From an optimization exercise on the open Yosys and OpenROAD flow, aimed at small area and a short achievable clock period; shortcuts taken in it are not production practice.
In this exercise RTL edits were held to simulation tests only and were not proved equivalent to the original.

==> flow/design.v <==
module alu (
    input  [31:0] m,        
    input  [31:0] acc,      
    input         sel_mul,  
    input         sel_m,    
    input         sel_a,    
    output [31:0] nx, ny
);
wire [17:0] b = {acc[15:0], 1'b0};
wire [7:0] one, two, ng;
genvar k;
generate for (k = 0; k < 8; k = k + 1) begin : enc
  assign one[k] = b[2*k+1] ^ b[2*k];
  assign two[k] = (b[2*k+2] & ~b[2*k+1] & ~b[2*k]) | (~b[2*k+2] & b[2*k+1] & b[2*k]);
  assign ng[k]  = b[2*k+2];
end endgenerate
wire [17:0] mx = {m[15], m[15:0], 1'b0};
wire pp0_0 = ((one[0] & mx[1]) | (two[0] & mx[0])) ^ ng[0];
wire pp0_1 = ((one[0] & mx[2]) | (two[0] & mx[1])) ^ ng[0];
wire pp0_2 = ((one[0] & mx[3]) | (two[0] & mx[2])) ^ ng[0];
wire pp0_3 = ((one[0] & mx[4]) | (two[0] & mx[3])) ^ ng[0];
wire pp0_4 = ((one[0] & mx[5]) | (two[0] & mx[4])) ^ ng[0];
wire pp0_5 = ((one[0] & mx[6]) | (two[0] & mx[5])) ^ ng[0];
wire pp0_6 = ((one[0] & mx[7]) | (two[0] & mx[6])) ^ ng[0];
wire pp0_7 = ((one[0] & mx[8]) | (two[0] & mx[7])) ^ ng[0];
wire pp0_8 = ((one[0] & mx[9]) | (two[0] & mx[8])) ^ ng[0];
wire pp0_9 = ((one[0] & mx[10]) | (two[0] & mx[9])) ^ ng[0];
wire pp0_10 = ((one[0] & mx[11]) | (two[0] & mx[10])) ^ ng[0];
wire pp0_11 = ((one[0] & mx[12]) | (two[0] & mx[11])) ^ ng[0];
wire pp0_12 = ((one[0] & mx[13]) | (two[0] & mx[12])) ^ ng[0];
wire pp0_13 = ((one[0] & mx[14]) | (two[0] & mx[13])) ^ ng[0];
wire pp0_14 = ((one[0] & mx[15]) | (two[0] & mx[14])) ^ ng[0];
wire pp0_15 = ((one[0] & mx[16]) | (two[0] & mx[15])) ^ ng[0];
wire pp0_16 = ~(((one[0] & mx[17]) | (two[0] & mx[16])) ^ ng[0]);
wire pp1_0 = ((one[1] & mx[1]) | (two[1] & mx[0])) ^ ng[1];
wire pp1_1 = ((one[1] & mx[2]) | (two[1] & mx[1])) ^ ng[1];
wire pp1_2 = ((one[1] & mx[3]) | (two[1] & mx[2])) ^ ng[1];
wire pp1_3 = ((one[1] & mx[4]) | (two[1] & mx[3])) ^ ng[1];
wire pp1_4 = ((one[1] & mx[5]) | (two[1] & mx[4])) ^ ng[1];
wire pp1_5 = ((one[1] & mx[6]) | (two[1] & mx[5])) ^ ng[1];
wire pp1_6 = ((one[1] & mx[7]) | (two[1] & mx[6])) ^ ng[1];
wire pp1_7 = ((one[1] & mx[8]) | (two[1] & mx[7])) ^ ng[1];
wire pp1_8 = ((one[1] & mx[9]) | (two[1] & mx[8])) ^ ng[1];
wire pp1_9 = ((one[1] & mx[10]) | (two[1] & mx[9])) ^ ng[1];
wire pp1_10 = ((one[1] & mx[11]) | (two[1] & mx[10])) ^ ng[1];
wire pp1_11 = ((one[1] & mx[12]) | (two[1] & mx[11])) ^ ng[1];
wire pp1_12 = ((one[1] & mx[13]) | (two[1] & mx[12])) ^ ng[1];
wire pp1_13 = ((one[1] & mx[14]) | (two[1] & mx[13])) ^ ng[1];
wire pp1_14 = ((one[1] & mx[15]) | (two[1] & mx[14])) ^ ng[1];
wire pp1_15 = ((one[1] & mx[16]) | (two[1] & mx[15])) ^ ng[1];
wire pp1_16 = ~(((one[1] & mx[17]) | (two[1] & mx[16])) ^ ng[1]);
wire pp2_0 = ((one[2] & mx[1]) | (two[2] & mx[0])) ^ ng[2];
wire pp2_1 = ((one[2] & mx[2]) | (two[2] & mx[1])) ^ ng[2];
wire pp2_2 = ((one[2] & mx[3]) | (two[2] & mx[2])) ^ ng[2];
wire pp2_3 = ((one[2] & mx[4]) | (two[2] & mx[3])) ^ ng[2];
wire pp2_4 = ((one[2] & mx[5]) | (two[2] & mx[4])) ^ ng[2];
wire pp2_5 = ((one[2] & mx[6]) | (two[2] & mx[5])) ^ ng[2];
wire pp2_6 = ((one[2] & mx[7]) | (two[2] & mx[6])) ^ ng[2];
wire pp2_7 = ((one[2] & mx[8]) | (two[2] & mx[7])) ^ ng[2];
wire pp2_8 = ((one[2] & mx[9]) | (two[2] & mx[8])) ^ ng[2];
wire pp2_9 = ((one[2] & mx[10]) | (two[2] & mx[9])) ^ ng[2];
wire pp2_10 = ((one[2] & mx[11]) | (two[2] & mx[10])) ^ ng[2];
wire pp2_11 = ((one[2] & mx[12]) | (two[2] & mx[11])) ^ ng[2];
wire pp2_12 = ((one[2] & mx[13]) | (two[2] & mx[12])) ^ ng[2];
wire pp2_13 = ((one[2] & mx[14]) | (two[2] & mx[13])) ^ ng[2];
wire pp2_14 = ((one[2] & mx[15]) | (two[2] & mx[14])) ^ ng[2];
wire pp2_15 = ((one[2] & mx[16]) | (two[2] & mx[15])) ^ ng[2];
wire pp2_16 = ~(((one[2] & mx[17]) | (two[2] & mx[16])) ^ ng[2]);
wire pp3_0 = ((one[3] & mx[1]) | (two[3] & mx[0])) ^ ng[3];
wire pp3_1 = ((one[3] & mx[2]) | (two[3] & mx[1])) ^ ng[3];
wire pp3_2 = ((one[3] & mx[3]) | (two[3] & mx[2])) ^ ng[3];
wire pp3_3 = ((one[3] & mx[4]) | (two[3] & mx[3])) ^ ng[3];
wire pp3_4 = ((one[3] & mx[5]) | (two[3] & mx[4])) ^ ng[3];
wire pp3_5 = ((one[3] & mx[6]) | (two[3] & mx[5])) ^ ng[3];
wire pp3_6 = ((one[3] & mx[7]) | (two[3] & mx[6])) ^ ng[3];
wire pp3_7 = ((one[3] & mx[8]) | (two[3] & mx[7])) ^ ng[3];
wire pp3_8 = ((one[3] & mx[9]) | (two[3] & mx[8])) ^ ng[3];
wire pp3_9 = ((one[3] & mx[10]) | (two[3] & mx[9])) ^ ng[3];
wire pp3_10 = ((one[3] & mx[11]) | (two[3] & mx[10])) ^ ng[3];
wire pp3_11 = ((one[3] & mx[12]) | (two[3] & mx[11])) ^ ng[3];
wire pp3_12 = ((one[3] & mx[13]) | (two[3] & mx[12])) ^ ng[3];
wire pp3_13 = ((one[3] & mx[14]) | (two[3] & mx[13])) ^ ng[3];
wire pp3_14 = ((one[3] & mx[15]) | (two[3] & mx[14])) ^ ng[3];
wire pp3_15 = ((one[3] & mx[16]) | (two[3] & mx[15])) ^ ng[3];
wire pp3_16 = ~(((one[3] & mx[17]) | (two[3] & mx[16])) ^ ng[3]);
wire pp4_0 = ((one[4] & mx[1]) | (two[4] & mx[0])) ^ ng[4];
wire pp4_1 = ((one[4] & mx[2]) | (two[4] & mx[1])) ^ ng[4];
wire pp4_2 = ((one[4] & mx[3]) | (two[4] & mx[2])) ^ ng[4];
wire pp4_3 = ((one[4] & mx[4]) | (two[4] & mx[3])) ^ ng[4];
wire pp4_4 = ((one[4] & mx[5]) | (two[4] & mx[4])) ^ ng[4];
wire pp4_5 = ((one[4] & mx[6]) | (two[4] & mx[5])) ^ ng[4];
wire pp4_6 = ((one[4] & mx[7]) | (two[4] & mx[6])) ^ ng[4];
wire pp4_7 = ((one[4] & mx[8]) | (two[4] & mx[7])) ^ ng[4];
wire pp4_8 = ((one[4] & mx[9]) | (two[4] & mx[8])) ^ ng[4];
wire pp4_9 = ((one[4] & mx[10]) | (two[4] & mx[9])) ^ ng[4];
wire pp4_10 = ((one[4] & mx[11]) | (two[4] & mx[10])) ^ ng[4];
wire pp4_11 = ((one[4] & mx[12]) | (two[4] & mx[11])) ^ ng[4];
wire pp4_12 = ((one[4] & mx[13]) | (two[4] & mx[12])) ^ ng[4];
wire pp4_13 = ((one[4] & mx[14]) | (two[4] & mx[13])) ^ ng[4];
wire pp4_14 = ((one[4] & mx[15]) | (two[4] & mx[14])) ^ ng[4];
wire pp4_15 = ((one[4] & mx[16]) | (two[4] & mx[15])) ^ ng[4];
wire pp4_16 = ~(((one[4] & mx[17]) | (two[4] & mx[16])) ^ ng[4]);
wire pp5_0 = ((one[5] & mx[1]) | (two[5] & mx[0])) ^ ng[5];
wire pp5_1 = ((one[5] & mx[2]) | (two[5] & mx[1])) ^ ng[5];
wire pp5_2 = ((one[5] & mx[3]) | (two[5] & mx[2])) ^ ng[5];
wire pp5_3 = ((one[5] & mx[4]) | (two[5] & mx[3])) ^ ng[5];
wire pp5_4 = ((one[5] & mx[5]) | (two[5] & mx[4])) ^ ng[5];
wire pp5_5 = ((one[5] & mx[6]) | (two[5] & mx[5])) ^ ng[5];
wire pp5_6 = ((one[5] & mx[7]) | (two[5] & mx[6])) ^ ng[5];
wire pp5_7 = ((one[5] & mx[8]) | (two[5] & mx[7])) ^ ng[5];
wire pp5_8 = ((one[5] & mx[9]) | (two[5] & mx[8])) ^ ng[5];
wire pp5_9 = ((one[5] & mx[10]) | (two[5] & mx[9])) ^ ng[5];
wire pp5_10 = ((one[5] & mx[11]) | (two[5] & mx[10])) ^ ng[5];
wire pp5_11 = ((one[5] & mx[12]) | (two[5] & mx[11])) ^ ng[5];
wire pp5_12 = ((one[5] & mx[13]) | (two[5] & mx[12])) ^ ng[5];
wire pp5_13 = ((one[5] & mx[14]) | (two[5] & mx[13])) ^ ng[5];
wire pp5_14 = ((one[5] & mx[15]) | (two[5] & mx[14])) ^ ng[5];
wire pp5_15 = ((one[5] & mx[16]) | (two[5] & mx[15])) ^ ng[5];
wire pp5_16 = ~(((one[5] & mx[17]) | (two[5] & mx[16])) ^ ng[5]);
wire pp6_0 = ((one[6] & mx[1]) | (two[6] & mx[0])) ^ ng[6];
wire pp6_1 = ((one[6] & mx[2]) | (two[6] & mx[1])) ^ ng[6];
wire pp6_2 = ((one[6] & mx[3]) | (two[6] & mx[2])) ^ ng[6];
wire pp6_3 = ((one[6] & mx[4]) | (two[6] & mx[3])) ^ ng[6];
wire pp6_4 = ((one[6] & mx[5]) | (two[6] & mx[4])) ^ ng[6];
wire pp6_5 = ((one[6] & mx[6]) | (two[6] & mx[5])) ^ ng[6];
wire pp6_6 = ((one[6] & mx[7]) | (two[6] & mx[6])) ^ ng[6];
wire pp6_7 = ((one[6] & mx[8]) | (two[6] & mx[7])) ^ ng[6];
wire pp6_8 = ((one[6] & mx[9]) | (two[6] & mx[8])) ^ ng[6];
wire pp6_9 = ((one[6] & mx[10]) | (two[6] & mx[9])) ^ ng[6];
wire pp6_10 = ((one[6] & mx[11]) | (two[6] & mx[10])) ^ ng[6];
wire pp6_11 = ((one[6] & mx[12]) | (two[6] & mx[11])) ^ ng[6];
wire pp6_12 = ((one[6] & mx[13]) | (two[6] & mx[12])) ^ ng[6];
wire pp6_13 = ((one[6] & mx[14]) | (two[6] & mx[13])) ^ ng[6];
wire pp6_14 = ((one[6] & mx[15]) | (two[6] & mx[14])) ^ ng[6];
wire pp6_15 = ((one[6] & mx[16]) | (two[6] & mx[15])) ^ ng[6];
wire pp6_16 = ~(((one[6] & mx[17]) | (two[6] & mx[16])) ^ ng[6]);
wire pp7_0 = ((one[7] & mx[1]) | (two[7] & mx[0])) ^ ng[7];
wire pp7_1 = ((one[7] & mx[2]) | (two[7] & mx[1])) ^ ng[7];
wire pp7_2 = ((one[7] & mx[3]) | (two[7] & mx[2])) ^ ng[7];
wire pp7_3 = ((one[7] & mx[4]) | (two[7] & mx[3])) ^ ng[7];
wire pp7_4 = ((one[7] & mx[5]) | (two[7] & mx[4])) ^ ng[7];
wire pp7_5 = ((one[7] & mx[6]) | (two[7] & mx[5])) ^ ng[7];
wire pp7_6 = ((one[7] & mx[7]) | (two[7] & mx[6])) ^ ng[7];
wire pp7_7 = ((one[7] & mx[8]) | (two[7] & mx[7])) ^ ng[7];
wire pp7_8 = ((one[7] & mx[9]) | (two[7] & mx[8])) ^ ng[7];
wire pp7_9 = ((one[7] & mx[10]) | (two[7] & mx[9])) ^ ng[7];
wire pp7_10 = ((one[7] & mx[11]) | (two[7] & mx[10])) ^ ng[7];
wire pp7_11 = ((one[7] & mx[12]) | (two[7] & mx[11])) ^ ng[7];
wire pp7_12 = ((one[7] & mx[13]) | (two[7] & mx[12])) ^ ng[7];
wire pp7_13 = ((one[7] & mx[14]) | (two[7] & mx[13])) ^ ng[7];
wire pp7_14 = ((one[7] & mx[15]) | (two[7] & mx[14])) ^ ng[7];
wire pp7_15 = ((one[7] & mx[16]) | (two[7] & mx[15])) ^ ng[7];
wire pp7_16 = ~(((one[7] & mx[17]) | (two[7] & mx[16])) ^ ng[7]);
wire ts5 = ng[6] ^ pp0_12;
wire s5 = ts5 ^ pp1_10;
wire c6 = (ng[6] & pp0_12) | (ts5 & pp1_10);
wire ts9 = pp0_13 ^ pp1_11;
wire s9 = ts9 ^ pp2_9;
wire c10 = (pp0_13 & pp1_11) | (ts9 & pp2_9);
wire ts13 = ng[7] ^ pp0_14;
wire s13 = ts13 ^ pp1_12;
wire c14 = (ng[7] & pp0_14) | (ts13 & pp1_12);
wire ts15 = pp2_10 ^ pp3_8;
wire s15 = ts15 ^ pp4_6;
wire c16 = (pp2_10 & pp3_8) | (ts15 & pp4_6);
wire ts19 = pp0_15 ^ pp1_13;
wire s19 = ts19 ^ pp2_11;
wire c20 = (pp0_15 & pp1_13) | (ts19 & pp2_11);
wire ts21 = pp3_9 ^ pp4_7;
wire s21 = ts21 ^ pp5_5;
wire c22 = (pp3_9 & pp4_7) | (ts21 & pp5_5);
wire ts25 = 1'b1 ^ pp0_16;
wire s25 = ts25 ^ pp1_14;
wire c26 = (1'b1 & pp0_16) | (ts25 & pp1_14);
wire ts27 = pp2_12 ^ pp3_10;
wire s27 = ts27 ^ pp4_8;
wire c28 = (pp2_12 & pp3_10) | (ts27 & pp4_8);
wire ts29 = pp5_6 ^ pp6_4;
wire s29 = ts29 ^ pp7_2;
wire c30 = (pp5_6 & pp6_4) | (ts29 & pp7_2);
wire ts31 = 1'b1 ^ pp1_15;
wire s31 = ts31 ^ pp2_13;
wire c32 = (1'b1 & pp1_15) | (ts31 & pp2_13);
wire ts33 = pp3_11 ^ pp4_9;
wire s33 = ts33 ^ pp5_7;
wire c34 = (pp3_11 & pp4_9) | (ts33 & pp5_7);
wire ts37 = pp1_16 ^ pp2_14;
wire s37 = ts37 ^ pp3_12;
wire c38 = (pp1_16 & pp2_14) | (ts37 & pp3_12);
wire ts39 = pp4_10 ^ pp5_8;
wire s39 = ts39 ^ pp6_6;
wire c40 = (pp4_10 & pp5_8) | (ts39 & pp6_6);
wire ts41 = 1'b1 ^ pp2_15;
wire s41 = ts41 ^ pp3_13;
wire c42 = (1'b1 & pp2_15) | (ts41 & pp3_13);
wire ts45 = pp2_16 ^ pp3_14;
wire s45 = ts45 ^ pp4_12;
wire c46 = (pp2_16 & pp3_14) | (ts45 & pp4_12);
wire ts53 = ng[4] ^ pp0_8;
wire s53 = ts53 ^ pp1_6;
wire c54 = (ng[4] & pp0_8) | (ts53 & pp1_6);
wire ts57 = pp0_9 ^ pp1_7;
wire s57 = ts57 ^ pp2_5;
wire c58 = (pp0_9 & pp1_7) | (ts57 & pp2_5);
wire ts61 = pp1_8 ^ pp2_6;
wire s61 = ts61 ^ pp3_4;
wire c62 = (pp1_8 & pp2_6) | (ts61 & pp3_4);
wire ts63 = pp4_2 ^ pp5_0;
wire s63 = ts63 ^ s1;
wire c64 = (pp4_2 & pp5_0) | (ts63 & s1);
wire ts65 = pp2_7 ^ pp3_5;
wire s65 = ts65 ^ pp4_3;
wire c66 = (pp2_7 & pp3_5) | (ts65 & pp4_3);
wire ts67 = pp5_1 ^ c2;
wire s67 = ts67 ^ s3;
wire c68 = (pp5_1 & c2) | (ts67 & s3);
wire ts69 = pp4_4 ^ pp5_2;
wire s69 = ts69 ^ pp6_0;
wire c70 = (pp4_4 & pp5_2) | (ts69 & pp6_0);
wire ts71 = c4 ^ s7;
wire s71 = ts71 ^ s5;
wire c72 = (c4 & s7) | (ts71 & s5);
wire ts73 = pp5_3 ^ pp6_1;
wire s73 = ts73 ^ c8;
wire c74 = (pp5_3 & pp6_1) | (ts73 & c8);
wire ts75 = s11 ^ c6;
wire s75 = ts75 ^ s9;
wire c76 = (s11 & c6) | (ts75 & s9);
wire ts77 = pp7_0 ^ c12;
wire s77 = ts77 ^ s17;
wire c78 = (pp7_0 & c12) | (ts77 & s17);
wire ts79 = c10 ^ s13;
wire s79 = ts79 ^ s15;
wire c80 = (c10 & s13) | (ts79 & s15);
wire ts81 = c18 ^ s23;
wire s81 = ts81 ^ c14;
wire c82 = (c18 & s23) | (ts81 & c14);
wire ts83 = c16 ^ s19;
wire s83 = ts83 ^ s21;
wire c84 = (c16 & s19) | (ts83 & s21);
wire ts85 = c24 ^ c20;
wire s85 = ts85 ^ c22;
wire c86 = (c24 & c20) | (ts85 & c22);
wire ts87 = s25 ^ s27;
wire s87 = ts87 ^ s29;
wire c88 = (s25 & s27) | (ts87 & s29);
wire ts89 = s35 ^ c26;
wire s89 = ts89 ^ c28;
wire c90 = (s35 & c26) | (ts89 & c28);
wire ts91 = c30 ^ s31;
wire s91 = ts91 ^ s33;
wire c92 = (c30 & s31) | (ts91 & s33);
wire ts93 = pp7_4 ^ c36;
wire s93 = ts93 ^ c32;
wire c94 = (pp7_4 & c36) | (ts93 & c32);
wire ts95 = c34 ^ s37;
wire s95 = ts95 ^ s39;
wire c96 = (c34 & s37) | (ts95 & s39);
wire ts97 = pp6_7 ^ pp7_5;
wire s97 = ts97 ^ s43;
wire c98 = (pp6_7 & pp7_5) | (ts97 & s43);
wire ts99 = c38 ^ c40;
wire s99 = ts99 ^ s41;
wire c100 = (c38 & c40) | (ts99 & s41);
wire ts101 = pp5_10 ^ pp6_8;
wire s101 = ts101 ^ pp7_6;
wire c102 = (pp5_10 & pp6_8) | (ts101 & pp7_6);
wire ts103 = c44 ^ c42;
wire s103 = ts103 ^ s45;
wire c104 = (c44 & c42) | (ts103 & s45);
wire ts105 = pp4_13 ^ pp5_11;
wire s105 = ts105 ^ pp6_9;
wire c106 = (pp4_13 & pp5_11) | (ts105 & pp6_9);
wire ts107 = pp7_7 ^ s47;
wire s107 = ts107 ^ c46;
wire c108 = (pp7_7 & s47) | (ts107 & c46);
wire ts109 = pp3_16 ^ pp4_14;
wire s109 = ts109 ^ pp5_12;
wire c110 = (pp3_16 & pp4_14) | (ts109 & pp5_12);
wire ts111 = pp6_10 ^ pp7_8;
wire s111 = ts111 ^ c48;
wire c112 = (pp6_10 & pp7_8) | (ts111 & c48);
wire ts113 = 1'b1 ^ pp4_15;
wire s113 = ts113 ^ pp5_13;
wire c114 = (1'b1 & pp4_15) | (ts113 & pp5_13);
wire ts117 = pp4_16 ^ pp5_14;
wire s117 = ts117 ^ pp6_12;
wire c118 = (pp4_16 & pp5_14) | (ts117 & pp6_12);
wire ts125 = pp1_4 ^ pp2_2;
wire s125 = ts125 ^ pp3_0;
wire c126 = (pp1_4 & pp2_2) | (ts125 & pp3_0);
wire ts127 = pp2_3 ^ pp3_1;
wire s127 = ts127 ^ c50;
wire c128 = (pp2_3 & pp3_1) | (ts127 & c50);
wire ts129 = pp4_0 ^ c52;
wire s129 = ts129 ^ s55;
wire c130 = (pp4_0 & c52) | (ts129 & s55);
wire ts131 = c56 ^ s59;
wire s131 = ts131 ^ c54;
wire c132 = (c56 & s59) | (ts131 & c54);
wire ts133 = c60 ^ c58;
wire s133 = ts133 ^ s61;
wire c134 = (c60 & c58) | (ts133 & s61);
wire ts135 = c62 ^ s65;
wire s135 = ts135 ^ c64;
wire c136 = (c62 & s65) | (ts135 & c64);
wire ts137 = c66 ^ s69;
wire s137 = ts137 ^ c68;
wire c138 = (c66 & s69) | (ts137 & c68);
wire ts139 = c70 ^ s73;
wire s139 = ts139 ^ c72;
wire c140 = (c70 & s73) | (ts139 & c72);
wire ts141 = c74 ^ s77;
wire s141 = ts141 ^ c76;
wire c142 = (c74 & s77) | (ts141 & c76);
wire ts143 = c78 ^ c80;
wire s143 = ts143 ^ s81;
wire c144 = (c78 & c80) | (ts143 & s81);
wire ts145 = c82 ^ c84;
wire s145 = ts145 ^ s85;
wire c146 = (c82 & c84) | (ts145 & s85);
wire ts147 = c86 ^ c88;
wire s147 = ts147 ^ s89;
wire c148 = (c86 & c88) | (ts147 & s89);
wire ts149 = c90 ^ c92;
wire s149 = ts149 ^ s93;
wire c150 = (c90 & c92) | (ts149 & s93);
wire ts151 = s97 ^ c94;
wire s151 = ts151 ^ c96;
wire c152 = (s97 & c94) | (ts151 & c96);
wire ts153 = s101 ^ c98;
wire s153 = ts153 ^ c100;
wire c154 = (s101 & c98) | (ts153 & c100);
wire ts155 = c102 ^ s105;
wire s155 = ts155 ^ c104;
wire c156 = (c102 & s105) | (ts155 & c104);
wire ts157 = c106 ^ s109;
wire s157 = ts157 ^ s111;
wire c158 = (c106 & s109) | (ts157 & s111);
wire ts159 = s115 ^ c110;
wire s159 = ts159 ^ s113;
wire c160 = (s115 & c110) | (ts159 & s113);
wire ts161 = pp7_10 ^ c116;
wire s161 = ts161 ^ c114;
wire c162 = (pp7_10 & c116) | (ts161 & c114);
wire ts163 = pp6_13 ^ pp7_11;
wire s163 = ts163 ^ s119;
wire c164 = (pp6_13 & pp7_11) | (ts163 & s119);
wire ts165 = pp5_16 ^ pp6_14;
wire s165 = ts165 ^ pp7_12;
wire c166 = (pp5_16 & pp6_14) | (ts165 & pp7_12);
wire ts173 = pp1_2 ^ pp2_0;
wire s173 = ts173 ^ s121;
wire c174 = (pp1_2 & pp2_0) | (ts173 & s121);
wire ts175 = pp2_1 ^ c122;
wire s175 = ts175 ^ s123;
wire c176 = (pp2_1 & c122) | (ts175 & s123);
wire ts177 = c124 ^ s49;
wire s177 = ts177 ^ s125;
wire c178 = (c124 & s49) | (ts177 & s125);
wire ts179 = s51 ^ c126;
wire s179 = ts179 ^ s127;
wire c180 = (s51 & c126) | (ts179 & s127);
wire ts181 = s53 ^ c128;
wire s181 = ts181 ^ s129;
wire c182 = (s53 & c128) | (ts181 & s129);
wire ts183 = s57 ^ c130;
wire s183 = ts183 ^ s131;
wire c184 = (s57 & c130) | (ts183 & s131);
wire ts185 = s63 ^ c132;
wire s185 = ts185 ^ s133;
wire c186 = (s63 & c132) | (ts185 & s133);
wire ts187 = s67 ^ c134;
wire s187 = ts187 ^ s135;
wire c188 = (s67 & c134) | (ts187 & s135);
wire ts189 = s71 ^ c136;
wire s189 = ts189 ^ s137;
wire c190 = (s71 & c136) | (ts189 & s137);
wire ts191 = s75 ^ c138;
wire s191 = ts191 ^ s139;
wire c192 = (s75 & c138) | (ts191 & s139);
wire ts193 = s79 ^ c140;
wire s193 = ts193 ^ s141;
wire c194 = (s79 & c140) | (ts193 & s141);
wire ts195 = s83 ^ c142;
wire s195 = ts195 ^ s143;
wire c196 = (s83 & c142) | (ts195 & s143);
wire ts197 = s87 ^ c144;
wire s197 = ts197 ^ s145;
wire c198 = (s87 & c144) | (ts197 & s145);
wire ts199 = s91 ^ c146;
wire s199 = ts199 ^ s147;
wire c200 = (s91 & c146) | (ts199 & s147);
wire ts201 = s95 ^ c148;
wire s201 = ts201 ^ s149;
wire c202 = (s95 & c148) | (ts201 & s149);
wire ts203 = s99 ^ c150;
wire s203 = ts203 ^ s151;
wire c204 = (s99 & c150) | (ts203 & s151);
wire ts205 = s103 ^ c152;
wire s205 = ts205 ^ s153;
wire c206 = (s103 & c152) | (ts205 & s153);
wire ts207 = s107 ^ c154;
wire s207 = ts207 ^ s155;
wire c208 = (s107 & c154) | (ts207 & s155);
wire ts209 = c108 ^ s157;
wire s209 = ts209 ^ c156;
wire c210 = (c108 & s157) | (ts209 & c156);
wire ts211 = c112 ^ s159;
wire s211 = ts211 ^ c158;
wire c212 = (c112 & s159) | (ts211 & c158);
wire ts213 = s117 ^ c160;
wire s213 = ts213 ^ s161;
wire c214 = (s117 & c160) | (ts213 & s161);
wire ts215 = c118 ^ s163;
wire s215 = ts215 ^ c162;
wire c216 = (c118 & s163) | (ts215 & c162);
wire ts217 = c120 ^ s165;
wire s217 = ts217 ^ c164;
wire c218 = (c120 & s165) | (ts217 & c164);
wire ts219 = pp7_13 ^ s167;
wire s219 = ts219 ^ c166;
wire c220 = (pp7_13 & s167) | (ts219 & c166);
wire ts221 = pp6_16 ^ pp7_14;
wire s221 = ts221 ^ c168;
wire c222 = (pp6_16 & pp7_14) | (ts221 & c168);
wire s1 = ng[5] ^ pp0_10;
wire c2 = ng[5] & pp0_10;
wire s3 = pp0_11 ^ pp1_9;
wire c4 = pp0_11 & pp1_9;
wire s7 = pp2_8 ^ pp3_6;
wire c8 = pp2_8 & pp3_6;
wire s11 = pp3_7 ^ pp4_5;
wire c12 = pp3_7 & pp4_5;
wire s17 = pp5_4 ^ pp6_2;
wire c18 = pp5_4 & pp6_2;
wire s23 = pp6_3 ^ pp7_1;
wire c24 = pp6_3 & pp7_1;
wire s35 = pp6_5 ^ pp7_3;
wire c36 = pp6_5 & pp7_3;
wire s43 = pp4_11 ^ pp5_9;
wire c44 = pp4_11 & pp5_9;
wire s47 = 1'b1 ^ pp3_15;
wire c48 = 1'b1 & pp3_15;
wire s49 = ng[3] ^ pp0_6;
wire c50 = ng[3] & pp0_6;
wire s51 = pp0_7 ^ pp1_5;
wire c52 = pp0_7 & pp1_5;
wire s55 = pp2_4 ^ pp3_2;
wire c56 = pp2_4 & pp3_2;
wire s59 = pp3_3 ^ pp4_1;
wire c60 = pp3_3 & pp4_1;
wire s115 = pp6_11 ^ pp7_9;
wire c116 = pp6_11 & pp7_9;
wire s119 = 1'b1 ^ pp5_15;
wire c120 = 1'b1 & pp5_15;
wire s121 = ng[2] ^ pp0_4;
wire c122 = ng[2] & pp0_4;
wire s123 = pp0_5 ^ pp1_3;
wire c124 = pp0_5 & pp1_3;
wire s167 = 1'b1 ^ pp6_15;
wire c168 = 1'b1 & pp6_15;
wire s169 = ng[1] ^ pp0_2;
wire c170 = ng[1] & pp0_2;
wire s171 = pp0_3 ^ pp1_1;
wire c172 = pp0_3 & pp1_1;
wire s223 = 1'b1 ^ pp7_15;
wire c224 = 1'b1 & pp7_15;
wire [31:0] tx = {1'b1, c224, c222, c220, c218, c216, c214, c212, c210, c208, c206, c204, c202, c200, c198, c196, c194, c192, c190, c188, c186, c184, c182, c180, c178, c176, c174, c172, c170, s169, pp0_1, ng[0]};
wire [31:0] ty = {1'b0, pp7_16, s223, s221, s219, s217, s215, s213, s211, s209, s207, s205, s203, s201, s199, s197, s195, s193, s191, s189, s187, s185, s183, s181, s179, s177, s175, s173, s171, pp1_0, 1'b0, pp0_0};
assign nx = sel_mul ? tx : (m & {32{sel_m}});
assign ny = sel_mul ? ty : (acc & {32{sel_a}});
endmodule
module add16 (
    input  [15:0] a, b,
    output [15:0] s,
    output        co
);
wire [15:0] g = a & b;
wire [15:0] p = a ^ b;
wire G15_14 = g[15] | (p[15] & g[14]);
wire P15_14 = p[15] & p[14];
wire G14_13 = g[14] | (p[14] & g[13]);
wire P14_13 = p[14] & p[13];
wire G13_12 = g[13] | (p[13] & g[12]);
wire P13_12 = p[13] & p[12];
wire G12_11 = g[12] | (p[12] & g[11]);
wire P12_11 = p[12] & p[11];
wire G11_10 = g[11] | (p[11] & g[10]);
wire P11_10 = p[11] & p[10];
wire G10_9 = g[10] | (p[10] & g[9]);
wire P10_9 = p[10] & p[9];
wire G9_8 = g[9] | (p[9] & g[8]);
wire P9_8 = p[9] & p[8];
wire G8_7 = g[8] | (p[8] & g[7]);
wire P8_7 = p[8] & p[7];
wire G7_6 = g[7] | (p[7] & g[6]);
wire P7_6 = p[7] & p[6];
wire G6_5 = g[6] | (p[6] & g[5]);
wire P6_5 = p[6] & p[5];
wire G5_4 = g[5] | (p[5] & g[4]);
wire P5_4 = p[5] & p[4];
wire G4_3 = g[4] | (p[4] & g[3]);
wire P4_3 = p[4] & p[3];
wire G3_2 = g[3] | (p[3] & g[2]);
wire P3_2 = p[3] & p[2];
wire G2_1 = g[2] | (p[2] & g[1]);
wire P2_1 = p[2] & p[1];
wire G1_0 = g[1] | (p[1] & g[0]);
wire P1_0 = p[1] & p[0];
wire G15_12 = G15_14 | (P15_14 & G13_12);
wire P15_12 = P15_14 & P13_12;
wire G14_11 = G14_13 | (P14_13 & G12_11);
wire P14_11 = P14_13 & P12_11;
wire G13_10 = G13_12 | (P13_12 & G11_10);
wire P13_10 = P13_12 & P11_10;
wire G12_9 = G12_11 | (P12_11 & G10_9);
wire P12_9 = P12_11 & P10_9;
wire G11_8 = G11_10 | (P11_10 & G9_8);
wire P11_8 = P11_10 & P9_8;
wire G10_7 = G10_9 | (P10_9 & G8_7);
wire P10_7 = P10_9 & P8_7;
wire G9_6 = G9_8 | (P9_8 & G7_6);
wire P9_6 = P9_8 & P7_6;
wire G8_5 = G8_7 | (P8_7 & G6_5);
wire P8_5 = P8_7 & P6_5;
wire G7_4 = G7_6 | (P7_6 & G5_4);
wire P7_4 = P7_6 & P5_4;
wire G6_3 = G6_5 | (P6_5 & G4_3);
wire P6_3 = P6_5 & P4_3;
wire G5_2 = G5_4 | (P5_4 & G3_2);
wire P5_2 = P5_4 & P3_2;
wire G4_1 = G4_3 | (P4_3 & G2_1);
wire P4_1 = P4_3 & P2_1;
wire G3_0 = G3_2 | (P3_2 & G1_0);
wire P3_0 = P3_2 & P1_0;
wire G2_0 = G2_1 | (P2_1 & g[0]);
wire P2_0 = P2_1 & p[0];
wire G15_8 = G15_12 | (P15_12 & G11_8);
wire P15_8 = P15_12 & P11_8;
wire G14_7 = G14_11 | (P14_11 & G10_7);
wire P14_7 = P14_11 & P10_7;
wire G13_6 = G13_10 | (P13_10 & G9_6);
wire P13_6 = P13_10 & P9_6;
wire G12_5 = G12_9 | (P12_9 & G8_5);
wire P12_5 = P12_9 & P8_5;
wire G11_4 = G11_8 | (P11_8 & G7_4);
wire P11_4 = P11_8 & P7_4;
wire G10_3 = G10_7 | (P10_7 & G6_3);
wire P10_3 = P10_7 & P6_3;
wire G9_2 = G9_6 | (P9_6 & G5_2);
wire P9_2 = P9_6 & P5_2;
wire G8_1 = G8_5 | (P8_5 & G4_1);
wire P8_1 = P8_5 & P4_1;
wire G7_0 = G7_4 | (P7_4 & G3_0);
wire P7_0 = P7_4 & P3_0;
wire G6_0 = G6_3 | (P6_3 & G2_0);
wire P6_0 = P6_3 & P2_0;
wire G5_0 = G5_2 | (P5_2 & G1_0);
wire P5_0 = P5_2 & P1_0;
wire G4_0 = G4_1 | (P4_1 & g[0]);
wire P4_0 = P4_1 & p[0];
wire G15_0 = G15_8 | (P15_8 & G7_0);
wire P15_0 = P15_8 & P7_0;
wire G14_0 = G14_7 | (P14_7 & G6_0);
wire P14_0 = P14_7 & P6_0;
wire G13_0 = G13_6 | (P13_6 & G5_0);
wire P13_0 = P13_6 & P5_0;
wire G12_0 = G12_5 | (P12_5 & G4_0);
wire P12_0 = P12_5 & P4_0;
wire G11_0 = G11_4 | (P11_4 & G3_0);
wire P11_0 = P11_4 & P3_0;
wire G10_0 = G10_3 | (P10_3 & G2_0);
wire P10_0 = P10_3 & P2_0;
wire G9_0 = G9_2 | (P9_2 & G1_0);
wire P9_0 = P9_2 & P1_0;
wire G8_0 = G8_1 | (P8_1 & g[0]);
wire P8_0 = P8_1 & p[0];
wire [16:0] cy;
assign cy[0] = 1'b0;
assign cy[1] = g[0];
assign cy[2] = G1_0;
assign cy[3] = G2_0;
assign cy[4] = G3_0;
assign cy[5] = G4_0;
assign cy[6] = G5_0;
assign cy[7] = G6_0;
assign cy[8] = G7_0;
assign cy[9] = G8_0;
assign cy[10] = G9_0;
assign cy[11] = G10_0;
assign cy[12] = G11_0;
assign cy[13] = G12_0;
assign cy[14] = G13_0;
assign cy[15] = G14_0;
assign cy[16] = G15_0;
assign s = p ^ cy[15:0];
assign co = cy[16];
endmodule
module add16c (
    input  [15:0] a, b,
    input         ci,
    output [15:0] s
);
wire [15:0] g = a & b;
wire [15:0] p = a ^ b;
wire G1_0 = g[1] | (p[1] & g[0]);
wire P1_0 = p[1] & p[0];
wire G3_2 = g[3] | (p[3] & g[2]);
wire P3_2 = p[3] & p[2];
wire G5_4 = g[5] | (p[5] & g[4]);
wire P5_4 = p[5] & p[4];
wire G7_6 = g[7] | (p[7] & g[6]);
wire P7_6 = p[7] & p[6];
wire G9_8 = g[9] | (p[9] & g[8]);
wire P9_8 = p[9] & p[8];
wire G11_10 = g[11] | (p[11] & g[10]);
wire P11_10 = p[11] & p[10];
wire G13_12 = g[13] | (p[13] & g[12]);
wire P13_12 = p[13] & p[12];
wire G15_14 = g[15] | (p[15] & g[14]);
wire P15_14 = p[15] & p[14];
wire G3_0 = G3_2 | (P3_2 & G1_0);
wire P3_0 = P3_2 & P1_0;
wire G7_4 = G7_6 | (P7_6 & G5_4);
wire P7_4 = P7_6 & P5_4;
wire G11_8 = G11_10 | (P11_10 & G9_8);
wire P11_8 = P11_10 & P9_8;
wire G15_12 = G15_14 | (P15_14 & G13_12);
wire P15_12 = P15_14 & P13_12;
wire G7_0 = G7_4 | (P7_4 & G3_0);
wire P7_0 = P7_4 & P3_0;
wire G15_8 = G15_12 | (P15_12 & G11_8);
wire P15_8 = P15_12 & P11_8;
wire G15_0 = G15_8 | (P15_8 & G7_0);
wire P15_0 = P15_8 & P7_0;
wire G11_0 = G11_8 | (P11_8 & G7_0);
wire P11_0 = P11_8 & P7_0;
wire G5_0 = G5_4 | (P5_4 & G3_0);
wire P5_0 = P5_4 & P3_0;
wire G9_0 = G9_8 | (P9_8 & G7_0);
wire P9_0 = P9_8 & P7_0;
wire G13_0 = G13_12 | (P13_12 & G11_0);
wire P13_0 = P13_12 & P11_0;
wire G2_0 = g[2] | (p[2] & G1_0);
wire P2_0 = p[2] & P1_0;
wire G4_0 = g[4] | (p[4] & G3_0);
wire P4_0 = p[4] & P3_0;
wire G6_0 = g[6] | (p[6] & G5_0);
wire P6_0 = p[6] & P5_0;
wire G8_0 = g[8] | (p[8] & G7_0);
wire P8_0 = p[8] & P7_0;
wire G10_0 = g[10] | (p[10] & G9_0);
wire P10_0 = p[10] & P9_0;
wire G12_0 = g[12] | (p[12] & G11_0);
wire P12_0 = p[12] & P11_0;
wire G14_0 = g[14] | (p[14] & G13_0);
wire P14_0 = p[14] & P13_0;
wire [16:0] cy;
assign cy[0] = ci;
assign cy[1] = g[0] | (p[0] & ci);
assign cy[2] = G1_0 | (P1_0 & ci);
assign cy[3] = G2_0 | (P2_0 & ci);
assign cy[4] = G3_0 | (P3_0 & ci);
assign cy[5] = G4_0 | (P4_0 & ci);
assign cy[6] = G5_0 | (P5_0 & ci);
assign cy[7] = G6_0 | (P6_0 & ci);
assign cy[8] = G7_0 | (P7_0 & ci);
assign cy[9] = G8_0 | (P8_0 & ci);
assign cy[10] = G9_0 | (P9_0 & ci);
assign cy[11] = G10_0 | (P10_0 & ci);
assign cy[12] = G11_0 | (P11_0 & ci);
assign cy[13] = G12_0 | (P12_0 & ci);
assign cy[14] = G13_0 | (P13_0 & ci);
assign cy[15] = G14_0 | (P14_0 & ci);
assign cy[16] = G15_0 | (P15_0 & ci);
assign s = p ^ cy[15:0];
endmodule
module processor
#(
	parameter DATA_WIDTH 	= 32,
	parameter OPCODE_WIDTH 	= 4,
	parameter ALU_OP_WIDTH  = 3,
	parameter DATAMEM_WIDTH = 8,
	parameter INSADDR_WIDTH	= 8,
	parameter INS_WIDTH		= OPCODE_WIDTH + DATAMEM_WIDTH
)
(
	input          clk, rst,
	input          [	INS_WIDTH-1:0] 	instr,
	output         [INSADDR_WIDTH-1:0] 	instr_addr,
	output         mem_wr,
	output         [ DATAMEM_WIDTH-1:0]	mem_addr,
	input  signed  [	DATA_WIDTH-1:0] mem_data_in,
	output signed  [	DATA_WIDTH-1:0] mem_data_out
);
wire [3:0]  op      = instr[11:8];
wire [7:0]  operand = instr[7:0];
wire [15:0] d = 16'd1 << op;
wire sel_mul = d[4] | d[11];
wire sel_m   = d[1] | d[3] | d[9] | d[10];
wire sel_a   = ~(d[1] | d[9] | d[4] | d[11]);
wire push    = d[8];
wire pop     = d[9] | d[10] | d[11];
reg  [15:0] acc_lo;            
reg  [15:0] acc_hx, acc_hy;    
reg         acc_hc;
wire [15:0] acc_hi;
wire [DATA_WIDTH-1:0] acc = {acc_hi, acc_lo};
add16c acc_add (.a(acc_hx), .b(acc_hy), .ci(acc_hc), .s(acc_hi));
wire [DATA_WIDTH-1:0] nx, ny;
alu alu (.m(mem_data_in), .acc(acc), .sel_mul(sel_mul), .sel_m(sel_m),
         .sel_a(sel_a), .nx(nx), .ny(ny));
wire [15:0] lo_sum;
wire        lo_carry;
add16 lo_add (.a(nx[15:0]), .b(ny[15:0]), .s(lo_sum), .co(lo_carry));
always @ (posedge clk or posedge rst) begin
	if (rst) begin
		acc_lo <= 16'd0;
		acc_hx <= 16'd0;
		acc_hy <= 16'd0;
		acc_hc <= 1'b0;
	end else begin
		acc_lo <= lo_sum;
		acc_hx <= nx[31:16];
		acc_hy <= ny[31:16];
		acc_hc <= lo_carry;
	end
end
wire nzero   = |acc;
wire pc_load = d[7] | (d[5] & nzero) | (d[6] & ~nzero);
reg [7:0] pc;
always @ (posedge clk or posedge rst) begin
	if (rst)
		pc <= 8'd0;
	else
		pc <= pc_load ? operand : pc + 8'd1;
end
reg  [7:0] top;                   
wire [7:0] top_dec = top - 8'd1;  
wire [7:0] top_inc = top + 8'd1;  
always @ (posedge clk or posedge rst) begin
	if (rst)
		top <= 8'd0;              
	else if (push)
		top <= top_dec;
	else if (pop)
		top <= top_inc;
end
assign instr_addr   = pc;
assign mem_data_out = acc;
assign mem_wr       = d[2] | d[8];
assign mem_addr     = op[3] ? ((op[1] | op[0]) ? top : top_dec) : operand;
endmodule
==> flow/flow/run.sh <==
#!/bin/bash
# Layout flow: the standard flow (standard.sh: ORFS synthesis to final
# layout, unchanged), with the port buffers made of plain buffers
# (sky130_fd_sc_hd__buf_N) instead of the delay buffer the resizer picks by
# default. Every input and output port still gets its own buffer.
export BUFFER_PORTS_ARGS="-buffer_cell sky130_fd_sc_hd__buf_${PORT_BUF:-2}"
bash standard.sh > standard.log 2>&1
==> flow/standard.sh <==
#!/bin/bash
# synth_recipe.tcl (not shown) runs the flow's synth.tcl, then flattens the netlist and writes it again
# the make line also repeats each setting of config.mk as NAME=value (left out here)
make -C /OpenROAD-flow-scripts/flow DESIGN_CONFIG=/design/flow/config.mk WORK_HOME=/design/flow/orfs CLKGATE_MAP_FILE= SYNTH_SCRIPT=/design/flow/synth_recipe.tcl "${@:-finish}"
==> flow/config.mk <==
export PLATFORM = sky130hd
export DESIGN_NAME = processor
export DESIGN_NICKNAME = processor
export VERILOG_FILES = /design/flow/design.v
export SDC_FILE = /design/flow/constraint.sdc
export NUM_CORES = 4
export LEC_CHECK = 0
export ABC_AREA = 1
export CAP_MARGIN = 20
export CORE_MARGIN = 2
export CORE_UTILIZATION = 40
export CTS_BUF_LIST = sky130_fd_sc_hd__clkbuf_4 sky130_fd_sc_hd__clkbuf_8
export SETUP_SLACK_MARGIN = 4.75
export SLEW_MARGIN = 20
==> flow/constraint.sdc <==
create_clock -name core_clock -period 10.0 [get_ports {clk}]
set_input_delay 2.0000 -clock core_clock [delete_from_list [all_inputs] [get_ports {clk}]]
set_output_delay 2.0000 -clock core_clock [all_outputs]
set_load 0.01 [all_outputs]
==> run notes, run 1 <==
outcome complete, no violations; sequential fraction of the synthesis area 0.175; fillcell total 2214; largest cells by area after synthesis fa_1 19%, dfrtp_1 18%, xor2_1 14%; vias post-DR 8750; dpl hpwl 22300 um; DR WL/cell 20.3 um; Max Clk Rate 0.191 GHz; CTS root buf clkbuf_8; number of routed nets with antenna violations 0; drt via density 5.72; Slew @ Worst Pin 0.839 ns; WL met1 13500 um; Clock Sinks 65; Mapped Cells 1146; Inserted Diodes 0; Main synth FF type dfrtp_1; Starting Density 0.409; Area Overhead vs Synth 19.4%; register area 0.00163 sq mm; die width 156 um; DRT Pass-1 Iters 5; commonest non-fill, non-tap cell in the layout nand2_1; Worst Setup SP mem_data_in[7]; Post-synth ARST share 1.00; met3 routed WL 2780 um; Die ar. 0.0245 sq mm; Final Hold Fails 0; fin crit period 5.25 ns; Yosys top cell by area fa_1; most frequent cells in the layout 153 x nand2_1, 144 x xor2_1, 131 x o22ai_1, 119 x inv_1, 85 x fa_1; CTS tree done; hold_sp top[0]; Distinct cells, synth 45; synthesized area 0.00929 sq mm; Final GP Congestion 0.937; Clock Tree Buf Depth 2; MaxCap Viol Count 0; final global-route overflow total 0; Setup TNS 0 ns; final setup fails 0; worst-skew pair later-pin latency 0.35 ns; Ports 95; hold crit path type reg -> reg; core area 0.0227 sq mm; Tcrit/Tclk final 0.525; DR DRC count 0; DRT iter0 DRCs 777; largest net degree at the start of global routing 66; worst relative slew slack 0.441; critical path class in -> reg; critical path capture point type flip-flop; # hold bufs at CTS 0; synthesized net count 1336; Worst R2R Start acc_lo[11]; Synth Area per Inst 8.11 sq um; initial antenna violation count 2; metal2 WL 14000 um; flip-flop and latch count after synthesis 65; Final Util 0.488; Max Used Layer met5; H-tree depth 3; Die H 156 um; share of layout cells above drive strength 1 0.222; Worst setup SP type input pin; global-route wire length before repair 47900 um; multi-input combinational cell area 0.00710 sq mm; Clock Skews 0.0115 ns; Row Count 55; share of the synthesized area in the top cell type 0.192; required time of the critical path 10.24 ns; CP arrival 5.49 ns; Num CTS Buffers 9; Ys Warns 1; number of global-route vias before repair 8612; CTS clk-pin slew, worst paths 0.07 ns; Routed WL 31000 um; worst-path fanout max 17; port bufs 94; RSZ-0062 raised after global routing true; fin nets 1431; GRT Total Usage 0.258; Final Max Tran Viols 0; Post-synth EDFFs 0
-- kinds of logic after synthesis --
logic type / after synthesis / synth area share
fa+ha+maj: 144 / 0.266
buf+inv: 216 / 0.0932
simple gates: 301 / 0.148
flops: 65 / 0.175
xor+xnor: 157 / 0.148
compound gates: 263 / 0.170
-- per-stage QoR --
stage,worst slack (ns),instances,hold WS [ns],area [sq um]
after floorplan,4.59,1146,0.489,9490
after detailed placement,3.07,1471,0.552,10000
after global placement,3.21,1471,0.561,10000
after CTS,4.74,1517,0.563,10700
final,4.75,1531,0.561,11100
after global routing,4.63,1531,0.610,11100
-- state kept, by name, indices dropped and copies added, names as in the netlist --
| name | cells |
|---|---|
| pc | 8 |
| acc_lo | 16 |
| top | 8 |
| acc_hx | 16 |
| acc_hc | 1 |
| acc_hy | 16 |
-- cell usage after synthesis (all sizes together), types with 2 or more instances --
| cell type | instances |
|---|---|
| xnor2 | 9 |
| ha | 55 |
| nand3 | 39 |
| o22ai | 147 |
| clkbuf | 46 |
| a22oi | 3 |
| buf | 19 |
| nand3b | 2 |
| a21o | 2 |
| dfrtp | 65 |
| o21ai | 56 |
| xor2 | 148 |
| nand4 | 18 |
| nor2 | 52 |
| inv | 132 |
| nor4 | 2 |
| a21oi | 35 |
| clkinv | 19 |
| o211ai | 2 |
| a31oi | 5 |
| nand2 | 177 |
| fa | 89 |
| nor3 | 8 |
| o21bai | 2 |
| a22o | 8 |
| and2 | 2 |
-- timing repair --
action / 4_1_cts / 5_1_grt
pin swaps: 13 / 18
gates cloned: 0 / 2
buffers inserted: 30 / 12
resized for setup: 54 / 75
endpoints found under the setup margin: 22 / 7
-- metal layers --
| layer | GRT usage | vias to the layer above |
|---|---|---|
| met5 | 0 | - |
| met4 | 0.0760 | 4 |
| met3 | 0.0490 | 50 |
| met2 | 0.399 | 411 |
| met1 | 0.366 | 4264 |
| li1 | - | 4021 |
-- worst paths after layout --
path | depth (start not counted) | slack [ns] | endpoint
max | 18 | 4.75 | acc_lo[15]
min in group asynchronous | 3 | 1.89 | acc_lo[5]
min | 1 | 0.56 | top[0]
min reg2reg | 1 | 0.56 | top[0]
max reg2reg | 19 | 4.90 | acc_lo[15]
max in group asynchronous | 3 | 7.54 | acc_lo[7]
-- final cells by class --
class                           instances  area share
Inverter                              151      0.0699
Clock buffer                           11      0.0137
Tap cell                              285      0.0322
Clock inverter                          5     0.00485
Timing Repair Buffer                  149      0.0923
Sequential cell                        65       0.147
Multi-Input combinational cell        865       0.640
-- worst max-delay path, stage by stage --
cell     delay, ns
buf_2         0.13
inv_8         0.13
o22ai_2       0.11
xor2_1        0.17
ha_1          0.24
fa_1          0.51
inv_2         0.04
fa_1          0.52
inv_2         0.05
fa_1          0.50
a22o_1        0.29
ha_4          0.31
nand2_2       0.06
nor2_2        0.11
nand2_1       0.06
nand3_1       0.06
a31oi_1       0.05
xnor2_1       0.14
==> inputs of run 2 (changes only) <==
--- a/flow/config.mk
+++ b/flow/config.mk
@@ -11,4 +11,4 @@
 export CORE_UTILIZATION = 40
 export CTS_BUF_LIST = sky130_fd_sc_hd__clkbuf_4 sky130_fd_sc_hd__clkbuf_8
-export SETUP_SLACK_MARGIN = 4.75
+export SETUP_SLACK_MARGIN = 4.5
 export SLEW_MARGIN = 20
==> run 2 against run 1 <==
Effect of this change:
- still clean on timing, DRC and antenna
- setup slack got worse by 0.20 ns
- global-route usage fell by 0.66 points
- utilization fell by 2.7 points
- worst hold slack improved by 0.0074 ns
- register-to-register slack got worse by 0.18 ns
- sequential share of layout area rose by 0.84 points
- largest cell class unchanged
==> run notes, run 2 <==
Worst R2R Start acc_lo[3]; Post-synth ARST share 1.00; Tcrit/Tclk final 0.545; most frequent cells in the layout 157 x nand2_1, 147 x xor2_1, 141 x o22ai_1, 122 x inv_1, 93 x buf_2; synthesized net count 1336; Hold EP top[0]; Ys Warns 1; Die ar. 0.0245 sq mm; core area 0.0227 sq mm; largest cells by area after synthesis fa_1 19%, dfrtp_1 18%, xor2_1 14%; Final Util 0.461; GRT Total Usage 0.251; Clock Tree Buf Depth 2; DR WL/cell 20.3 um; DRT iter0 DRCs 797; sequential fraction of the synthesis area 0.175; # hold bufs at CTS 0; Hold Crit Depth 1; Inserted Diodes 0; final global-route overflow total 0; Distinct cells, synth 45; multi-input combinational cell area 0.00692 sq mm; register area 0.00163 sq mm; initial antenna violation count 0; final setup fails 0; Post-synth EDFFs 0; DRT Pass-1 Iters 5; Setup TNS 0 ns; placed cell count 1470; Finished Cell Area 0.0105 sq mm; Num CTS Buffers 9; vias post-DR 8529; fin nets 1398; Worst setup SP type input pin; placed instance area 0.00992 sq mm; Area Overhead vs Synth 12.8%; largest net degree at the start of global routing 66; worst-skew pair later-pin latency 0.36 ns; share of the synthesized area in the top cell type 0.192; Worst Setup SP mem_data_in[12]; commonest non-fill, non-tap cell in the layout nand2_1; Main synth FF type dfrtp_1; Routed WL 30500 um; critical path class in -> reg; outcome complete, no violations; Final Max Tran Viols 0; number of global-route vias before repair 8285; Clock Sinks 65; worst relative slew slack 0.449; fin crit period 5.45 ns; Yosys top cell by area fa_1; worst reg-to-reg path cell count 19; DR DRC count 0; MaxCap Viol Count 0; Mapped Cells 1146; CTS root buf clkbuf_8; Largest regs acc_hx: 16 flops, acc_hy: 16 flops, acc_lo: 16 flops; Final Hold Fails 0; RSZ-0062 raised after global routing true; Slew @ Worst Pin 0.826 ns; required time of the critical path 10.24 ns; die width 156 um; Synth Area per Inst 8.11 sq um; share of layout cells above drive strength 1 0.176; CP arrival 5.69 ns; critical path capture point type flip-flop; hold_sp top[0]; port bufs 94; CTS clk-pin slew, worst paths 0.07 ns; Die H 156 um; r2r endpoint acc_lo[15]; Starting Density 0.409; R2R Setup Slk 4.72 ns; crit path cell chain buf_2 > clkinv_8 > o22ai_2 > xor2_1 > fa_1 > inv_1 > fa_1 > fa_1 > inv_1 > fa_1 > a22o_1 > ha_4 > nand2_1 > nor2_2 > nand2_1 > nand3_1 > a31oi_2 > xnor2_1; Clock Skews 0.0137 ns; flip-flop and latch count after synthesis 65; worst-path fanout max 8; global-route wire length before repair 46900 um; Post-synth top cells 160 x nand2_1, 148 x xor2_1, 147 x o22ai_1; H-tree depth 3; Final GP Congestion 0.913; Layout Cells excl Fill 1498; critical path's slowest cell fa_1; number of routed nets with antenna violations 0; fillcell total 2282; hold crit path type reg -> reg; top-count cell post-synth nand2_1; synthesized area 0.00929 sq mm; Row Count 55; Max Clk Rate 0.184 GHz; dpl hpwl 22200 um; slowest cell delay on critical path 0.54 ns; CTS tree done; cell mode on critical path fa_1; Ports 95; drt via density 5.69
## run 2: area by class of cell
cell class	instances	area share
multi-input combinational	865	0.660
tap	285	0.0340
inverter	151	0.0669
sequential	65	0.155
clock buffer	12	0.0158
clock inverter	4	0.00478
timing repair buffer	116	0.0628
## run 2: stage by stage
step / setup WS, ns / hold WS [ns]
CTS: 4.51 / 0.561
finish: 4.55 / 0.569
global placement: 3.17 / 0.550
detailed placement: 3.03 / 0.550
floorplan: 4.52 / 0.489
global route: 4.39 / 0.575
## run 2: timing repair
action                     4_1_cts  5_1_grt
setup endpoints to repair       19        8
setup buffers                    1       11
pin swaps                        0        8
gates resized for setup         33       47
## run 2: worst max-delay path, delay by kind of cell
kind                     cells  cell delay (ns)
adder cells (fa/ha/maj)      5             2.11
AO/OA/AOI/OAI                3             0.50
buffers and inverters        4             0.39
AND/OR/NAND/NOR              4             0.38
XOR/XNOR                     2             0.29
## run 2: worst max path at each step
stage,to
global placement,acc_lo[14]
detailed placement,acc_lo[14]
finish,acc_lo[15]
floorplan,acc_lo[15]
CTS,acc_lo[13]
global route,acc_lo[15]
## run 2: logic make-up after synthesis
kind of cell / synth area share
AND/OR/NAND/NOR: 0.148
XOR/XNOR: 0.148
flip-flops: 0.175
AO/OA/AOI/OAI: 0.170
buffers and inverters: 0.0932
adder cells (fa/ha/maj): 0.266
## run 2: metal layers
| metal | global-route usage | up-vias | wire [um] |
|---|---|---|---|
| met1 | 0.370 | 4118 | 13700 |
| li1 | - | 3957 | - |
| met2 | 0.384 | 400 | 13500 |
| met5 | 0 | - | 0 |
| met3 | 0.0396 | 54 | 2630 |
| met4 | 0.0629 | 0 | 634 |

==> what the ideal ports hide <==
In the flow no input, the clock included, has a driving cell. The finished layouts below were timed again as built, in two steps. Step 1, drivers: a clkbuf_16 drives clk and a buf_2 each remaining input, both assumed. Step 2 also shifts input and output timing later by t, the mid clock arrival at the registers, as if the neighbouring blocks saw the same clock. a / b / c = no drivers / after step 1 / after step 2; a / b = the first two.
run	t, ns	setup WS [ns]	cell pins on the clock port's net
run 1	0.391	4.751 / 4.749 / 4.358	1
run 2	0.398	4.553 / 4.579 / 4.181	1
After both steps every run listed still meets setup and hold. For run 1, which loses most, drivers alone change the setup slack by -0.002 ns; drivers and shift together by -0.393 ns.
